Background: an optimization exercise with open tools, aiming at small area and a short achievable clock period. Do not read the settings as production practice.
In this exercise RTL edits were held to simulation tests only and were not proved equivalent to the original.
Power and IR drop assume default switching activity.

## flow/design.v (module list and top-level ports; edited modules follow where they fit)
// module mul: 2523 lines
module mul(
    input         mul_clk,
    input         resetn,
    input         mul_signed,
    input  [31:0] x,
    input  [31:0] y,
    input         de_to_ex_valid,
    input         ex_allowin,
    output [63:0] result
);
  // ...
==> flow/flow/run.sh <==
#!/bin/bash
# The standard ORFS layout, with extra make settings:
#  - SYNTH_ARGS=-noabc: no abc -fast before full-adder extraction, so the
#    carry-save tree maps onto full-adder cells without polarity inverters
#  - ABC_AREA=1: area-oriented technology mapping
#  - SETUP_SLACK_MARGIN: repair timing towards a shorter period than the clock
#  - port buffers of a fixed, stronger type
set -euo pipefail
MARGIN=${MARGIN:-6.2}
bash standard.sh finish \
  SYNTH_ARGS=-noabc \
  ABC_AREA=1 \
  SETUP_SLACK_MARGIN=$MARGIN \
  CORE_UTILIZATION=55 \
  "BUFFER_PORTS_ARGS=-buffer_cell sky130_fd_sc_hd__buf_4" > make_finish.log 2>&1
==> flow/standard.sh <==
#!/bin/bash
# synth_recipe.tcl (not shown) runs the flow's synth.tcl, then flattens the netlist and writes it again
# the make line also repeats each setting of config.mk as NAME=value (left out here)
make -C /OpenROAD-flow-scripts/flow DESIGN_CONFIG=/design/flow/config.mk WORK_HOME=/design/flow/orfs CLKGATE_MAP_FILE= SYNTH_SCRIPT=/design/flow/synth_recipe.tcl "${@:-finish}"
==> flow/config.mk <==
export PLATFORM = sky130hd
export DESIGN_NAME = mul
export DESIGN_NICKNAME = mul
export VERILOG_FILES = /design/flow/design.v
export SDC_FILE = /design/flow/constraint.sdc
export NUM_CORES = 4
export LEC_CHECK = 0
export CAP_MARGIN = 20
export CORE_MARGIN = 2
export CORE_UTILIZATION = 40
export SLEW_MARGIN = 20
==> flow/constraint.sdc <==
create_clock -name core_clock -period 12.0 [get_ports {mul_clk}]
set_input_delay 2.4000 -clock core_clock [delete_from_list [all_inputs] [get_ports {mul_clk}]]
set_output_delay 2.4000 -clock core_clock [all_outputs]
set_load 0.01 [all_outputs]
==> impl_metrics.ini, run 1 <==
[placed_design]
pre_cts_ws_ps = 4670
place_area_um2 = 29400
dp_cells = 3518
portBuffers = 131

[status]
status = timing/DRC/antenna clean

[layout]
buffers = 256
area_growth_pct = 13.2
nets = 3595
layoutNonFillerInstCount = 3622
nonClkBufAreaFrac = 0.0874
seq_cells = 135
drive_gt1_frac = 0.171
clkCellAreaFrac = 0.0176

[detailed_routing]
drtIter0Drc = 3303
vias_per_cell = 6.68
routed_wl_um = 102000
drcViolationCount = 0
num_vias = 24200
highest_layer = met4
wl_met2_um = 43700

[synthesis]
ys_top_cells_by_area = fa_1 (34%), xor2_1 (17%), edfxtp_1 (14%)
syn_avg_cell_area_um2 = 9.44
yosysMostFrequentCell = xor2_1
synthCells = 2985
synth_edf_count = 135

[power_and_ir_drop]
p_clk_frac = 0.053
power.share.combinational = 0.816
switching_share = 0.495

[min_path]
whs_path_depth = 3
hold_end = r12

[global_route]
met3_usage = 0.106
grt_max_degree = 68

[sta]
slew_violations = 0
fin_hold_ws_ps = 2310

[die]
taps = 672
die_h_um = 230

[clocking]
cts_root_buf = clkbuf_16
cts.sink_count = 135

[worst_setup_path]
crit_cells = 12
critical_path_class = input port to flip-flop
==> inputs of run 2 (changes only) <==
--- a/flow/flow/run.sh
+++ b/flow/flow/run.sh
@@ -4,7 +4,7 @@
 #    carry-save tree maps onto full-adder cells without polarity inverters
 #  - ABC_AREA=1: area-oriented technology mapping
 #  - SETUP_SLACK_MARGIN: repair timing towards a shorter period than the clock
-#  - port buffers of a fixed, stronger type
+#  - port buffers of a fixed, stronger type; clock tree from clkbuf_8
 set -euo pipefail
 MARGIN=${MARGIN:-6.2}
 bash standard.sh finish \
@@ -12,4 +12,5 @@
   ABC_AREA=1 \
   SETUP_SLACK_MARGIN=$MARGIN \
   CORE_UTILIZATION=55 \
+  CTS_BUF_LIST=sky130_fd_sc_hd__clkbuf_8 \
   "BUFFER_PORTS_ARGS=-buffer_cell sky130_fd_sc_hd__buf_4" > make_finish.log 2>&1
==> impl_metrics.ini, run 2 <==
[synthesis]
ys_ff_latch = 135
asyncSetResetFlopFracSynth = 0
synth_top_area_frac = 0.335
yosysMostFrequentCell = xor2_1
synth-simple-area-share = 0.0775
syn_area_um2 = 28200
synthCells = 2985
yosysTopAreaCell = fa_1
synth_nets = 3642
syn_avg_cell_area_um2 = 9.44
synthXorXnorAreaFrac = 0.169
seq_area_frac_synth = 0.144
synth_top_family_by_area = adder cells
synth-compound-area-share = 0.134
muxShareOfSynthArea = 0
synth_common_cells = xor2_1 (541), o22ai_1 (511), fa_1 (472), nand2_1 (323), inv_1 (238)
synth_warnings = 1
yosysUniqueCellTypes = 37
synth_edf_count = 135
synth-main-ff-cell = edfxtp_1
synthAdderAreaFrac = 0.387
ys_top_cells_by_area = fa_1 (34%), xor2_1 (17%), edfxtp_1 (14%)

[layout]
layout_common_cells = xor2_1 (538), o22ai_1 (495), fa_1 (426)
mostFrequentLayoutCell = xor2_1
final_area_um2 = 31400
area_growth_pct = 11.4
nets = 3579
drive_gt1_frac = 0.170
n_antenna_cell = 0

[clocking]
clockBufferDepth = 2
clkTransAtPathRegs_ps = 80
cts_root_buf = clkbuf_8
htree_levels = 4
cts.sink_count = 135
cts_hold_buf = 0
cts_tree = done
numCtsBuffers = 17

[die]
die_area_um2 = 53100
fp.coreArea_um2 = 50400
initial_core_util = 0.560
rows = 82
die_w_um = 230
die_h_um = 230
io_pins = 133

[worst_setup_path]
cpMostUsedCell = fa_1
path_buf_inv = 3
slowest_delay_ps = 640
worstPathMaxFanout = 24
critPathLaunchType = input port
cp-end-kind = flip-flop
crit_chain = buf_4 -> inv_1 -> buf_4 -> o22ai_1 -> xor2_1 -> fa_1 -> fa_1 -> fa_2 -> fa_1 -> fa_1
cpLargestDelayFamily = adder cells
critical_path_class = input port to flip-flop
slowest_stage = fa_1
worst-endpoint-arrival_ps = 6100
cp.required_ps = 12310

[detailed_routing]
wire_per_inst_um = 27.5
ant_nets = 0
drtIter0Drc = 2857
drcViolationCount = 0
routed_wl_um = 99100
num_vias = 23900
vias_per_cell = 6.62
drtPass1Iterations = 8

[sta]
max_slew_margin = 0.357
finalCriticalPeriod_ps = 5790
finalHoldViolCount = 0
slew_violations = 0
fin_hold_ws_ps = 2230
setup_viol = 0
setup_tns_ps = 0
fmax_ghz = 0.173
tightest_slew_ps = 965
final.period_utilization = 0.482
worst_slack_ps = 6210
rsz0062_at_grt = true

[global_route]
grt_pass1_vias = 24800
grt_max_degree = 68
antenna_found_initial = 1
grt_first_pass_wirelength_um = 147000
track_usage = 0.368
grt-ovfl-total = 0

[placed_design]
portBuffers = 131
dp_hpwl_um = 63500
pre_cts_ws_ps = 4670
place_area_um2 = 29400
place_congestion = 0.895

[status]
status = timing/DRC/antenna clean

[power_and_ir_drop]
p_leak_uw = 0.0131
p_per_area_nw_per_um2 = 315
peakVddDrop_uv = 194

[min_path]
hp-class = input port to flip-flop

[run]
drv_cap = 0
## run 2: cell counts after synthesis
No cell type changed its count.
## run 2: stage by stage
stage	instances	util	total power [uW]
5_1_grt	3606	0.623	10900
3_3_place_gp	3518	0.584	8620
4_1_cts	3566	0.604	9520
2_1_floorplan	2985	-	6840
6_report	3606	0.623	9900
3_5_place_dp	3518	0.584	8770
## run 2: timing repair
item / CTS / global route
pin swaps: 9 / 18
buffers inserted: 14 / 29
endpoints found under the setup margin: 141 / 85
gates cloned: 3 / 11
resized for setup: 90 / 108
## run 2: worst paths after layout
kind	start	endpoint	slack, ps	cells after the start
worst max-delay path	x[1]	r77	6210	10
worst min-delay path	de_to_ex_valid	r12	2230	3
## run 2: routing by layer
layer | vias to the layer above | track usage | part of all wire
met4 | 0 | 0.195 | 0.062
met3 | 386 | 0.0968 | 0.13
met5 | - | 0 | 0
met2 | 1703 | 0.547 | 0.43
met1 | 11900 | 0.494 | 0.38
li1 | 9865 | - | -
## run 2: cells by family (layout without fill, tap and decap cells)
| logic type | after synthesis | in the layout |
|---|---|---|
| AOI/OAI and AO/OA | 616 | 618 |
| adders and majority gates | 588 | 588 |
| and+or+nand+nor | 526 | 531 |
| xor gates and xnor gates | 545 | 545 |
| buffers and inverters | 575 | 517 |
| DFF | 135 | 135 |
## run 2: where the power goes
group	internal, uW	switching, uW	leakage (uW)
sequential	1200	93.0	0.00126
clock	180	207	0.000189
combinational	3570	4650	0.0117
## run 2: cell type report
type | count | area [um^2]
inverters | 246 | 1020
flip-flops and latches | 135 | 4050
repair buffers | 240 | 2470
clock buffers | 17 | 234
multi-input cells | 2282 | 22700
well taps | 672 | 841
fillers | 4215 | 19000
clock inverters | 14 | 135
==> inputs of run 3 (changes only) <==
==> flow/run.sh (new file) <==
#!/bin/bash
# synth_recipe.tcl (not shown) runs the flow's synth.tcl, then flattens the netlist and writes it again
# the make line also repeats each setting of config.mk as NAME=value (left out here)
make -C /OpenROAD-flow-scripts/flow DESIGN_CONFIG=/design/flow/config.mk WORK_HOME=/design/flow/orfs CLKGATE_MAP_FILE= SYNTH_SCRIPT=/design/flow/synth_recipe.tcl finish
--- a/flow/config.mk
+++ b/flow/config.mk
@@ -5,7 +5,10 @@
 export SDC_FILE = /design/flow/constraint.sdc
 export NUM_CORES = 4
 export LEC_CHECK = 0
+export ABC_AREA = 1
 export CAP_MARGIN = 20
 export CORE_MARGIN = 2
-export CORE_UTILIZATION = 40
+export CORE_UTILIZATION = 55
+export CTS_BUF_LIST = sky130_fd_sc_hd__clkbuf_8
+export SETUP_SLACK_MARGIN = 5
 export SLEW_MARGIN = 20
removed: flow/flow/run.sh
removed: flow/standard.sh
==> impl_metrics.ini, run 3 <==
[synthesis]
synth-simple-area-share = 0.0725
synthAdderAreaFrac = 0.368
yosysTopAreaCell = fa_1
synthCells = 3361
synth-compound-area-share = 0.128
synth_edf_count = 135
synth_top_family_by_area = adder cells
asyncSetResetFlopFracSynth = 0
yosysMostFrequentCell = inv_1
yosysUniqueCellTypes = 37
synthXorXnorAreaFrac = 0.161
synth_warnings = 1
ys_ff_latch = 135
muxShareOfSynthArea = 0
seq_area_frac_synth = 0.137
syn_avg_cell_area_um2 = 8.81
synth-main-ff-cell = edfxtp_1
ys_top_cells_by_area = fa_1 (32%), xor2_1 (16%), edfxtp_1 (14%)
synth_common_cells = inv_1 (619), xor2_1 (539), o22ai_1 (511), fa_1 (472), nand2_1 (314)
syn_area_um2 = 29600
synth_nets = 4017
synth_top_area_frac = 0.319

[global_route]
grt-ovfl-total = 0
grt_pass1_vias = 25800
grt_max_degree = 64
track_usage = 0.351
antenna_found_initial = 1
grt_first_pass_wirelength_um = 148000

[layout]
mostFrequentLayoutCell = inv_1
drive_gt1_frac = 0.0600
postLayoutCoreUtil = 0.593
layoutNonFillerInstCount = 3997
nets = 3943
layout_common_cells = inv_1 (615), xor2_1 (539), o22ai_1 (511)
final_area_um2 = 31700
area_growth_pct = 7.09
fill_cells = 4700

[worst_setup_path]
critPathLaunchType = input port
worst-endpoint-arrival_ps = 7340
cp-startpoint = y[25]
cp.required_ps = 12330
worstPathMaxFanout = 33
cp-end-kind = flip-flop
critical_path_class = input port to flip-flop

[min_path]
hp-class = input port to flip-flop
hp-start = y[1]
whs_path_depth = 3

[die]
die_h_um = 236
initial_core_util = 0.554
fp.coreArea_um2 = 53500
io_pins = 133
die_w_um = 236
die_area_um2 = 55700
rows = 85

[sta]
setup_tns_ps = 0
rsz0062_at_grt = true
final.period_utilization = 0.584
slew_violations = 0
max_slew_margin = 0.362
setup_viol = 0
finalCriticalPeriod_ps = 7010
tightest_slew_ps = 954
finalHoldViolCount = 0
fmax_ghz = 0.143

[power_and_ir_drop]
power_frac_seq = 0.136
p_leak_uw = 0.0147
switching_share = 0.499
peakVddDrop_uv = 300
internal-power_uw = 4780
p_per_area_nw_per_um2 = 300
p_clk_frac = 0.050
p_switching_uw = 4750
power.share.combinational = 0.815
power.total_uw = 9530

[detailed_routing]
drtPass1Iterations = 5
ant_nets = 0
wire_per_inst_um = 24.0
drtIter0Drc = 2582
num_vias = 24500
vias_per_cell = 6.14
drcViolationCount = 0
routed_wl_um = 96100

[placed_design]
dp_hpwl_um = 66600
place_congestion = 0.917
portBuffers = 131
dp_cells = 3948
place_area_um2 = 31000

[clocking]
cts_tree = done
numCtsBuffers = 17
cts_hold_buf = 0
cts_root_buf = clkbuf_8
clockBufferDepth = 2
htree_levels = 4
cts.sink_count = 135
clkTransAtPathRegs_ps = 90

[status]
status = timing/DRC/antenna clean

[run]
drv_cap = 0
## run 3: cell types whose count changed after synthesis, sizes merged, moves of 3 or more
cell | before | now
o211ai | 0 | 7
a21oi | 60 | 51
xnor2 | 4 | 7
buf | 191 | 167
inv | 241 | 626
nand2 | 328 | 322
nor2 | 103 | 94
clkbuf | 138 | 164
nor3 | 5 | 8
a211oi | 5 | 1
## run 3: cell type report
class	count	area, um^2	share of cell area
well taps	696	871	0.0275
multi-input cells	2263	21800	0.686
repair buffers	238	2160	0.0681
clock inverters	15	238	0.00749
inverters	632	2400	0.0756
diodes	1	2.50	0.0000789
flip-flops and latches	135	4050	0.128
clock buffers	17	234	0.00738
## run 3: worst paths after layout
check,endpoint,slack (ps)
max,r81,4990
min,r127,2570
## run 3: per-layer routing
layer,global-route usage,wire (um),vias up
li1,-,-,10600
met1,0.462,37500,12100
met2,0.539,42700,1492
met3,0.0806,10100,390
met4,0.194,5800,0
met5,0,0,-
## run 3: worst max-delay path: stages
cell	delay (ps)
clkdlybuf4s50_1	460
buf_4	420
nor2_1	190
inv_1	140
nand2_2	520
o22ai_1	420
xor2_1	220
fa_1	470
fa_1	500
inv_1	50
fa_1	500
inv_1	50
fa_1	480
inv_1	60
fa_1	450
## run 3: kinds of logic (layout without fill, tap and decap cells)
logic type / count (synthesis) / in the layout
other: 0 / 1
flip-flops: 135 / 135
XOR/XNOR: 546 / 546
AND/OR/NAND/NOR: 514 / 514
adder cells (fa/ha/maj): 587 / 587
buffers and inverters: 963 / 902
AO/OA/AOI/OAI: 616 / 616
## run 3: per-stage QoR
step / hold slack, ps / worst slack (ps)
2_1_floorplan: 2670 / 5700
3_3_place_gp: 3120 / 3580
3_5_place_dp: 3160 / 3550
4_1_cts: 2510 / 5020
5_1_grt: 2560 / 4900
6_report: 2570 / 4990
## run 3: repair_timing
action	CTS	global route
pin swaps	4	3
setup endpoints to repair	81	32
setup buffers	9	7
hold endpoints to repair	0	0
gates resized for setup	11	20
## run 3: power by group through the flow
stage / combinational [uW] / clock [uW] / sequential, uW
global route: 8810 / 505 / 1320
CTS: 7840 / 494 / 1300
finish: 7760 / 476 / 1290
global placement: 7640 / 0 / 1300
detailed placement: 7760 / 0 / 1310
floorplan: 5640 / 0 / 1280

separate check: timing with driven ports:
No port has a modelled driver above. Below, the same layouts with a new extraction and two added sets of constraints.
Step 1 (the two cells are an assumption about what drives the block):
set clk [get_ports {mul_clk}]
set_driving_cell -lib_cell sky130_fd_sc_hd__clkbuf_16 $clk
set_driving_cell -lib_cell sky130_fd_sc_hd__buf_2 [delete_from_list [all_inputs] $clk]
Step 2 also shifts input and output timing later by t, the mid clock arrival at the registers, as if the neighbouring blocks saw the same clock.
a / b / c = ideal ports / drivers / drivers and shift; a / b = the first two.
run | t (ns) | setup slack, ns | worst slew at a driven data input, ns
run 1 | 0.550 | 6.212 / 6.062 / 5.512 | 0.29
run 2 | 0.625 | 6.215 / 6.132 / 5.508 | 0.24
run 3 | 0.637 | 4.988 / 5.020 / 4.384 | 0.05
After both steps every run listed still meets setup and hold. For run 2, which loses most, drivers alone change the setup slack by -0.083 ns; drivers and shift together by -0.707 ns.
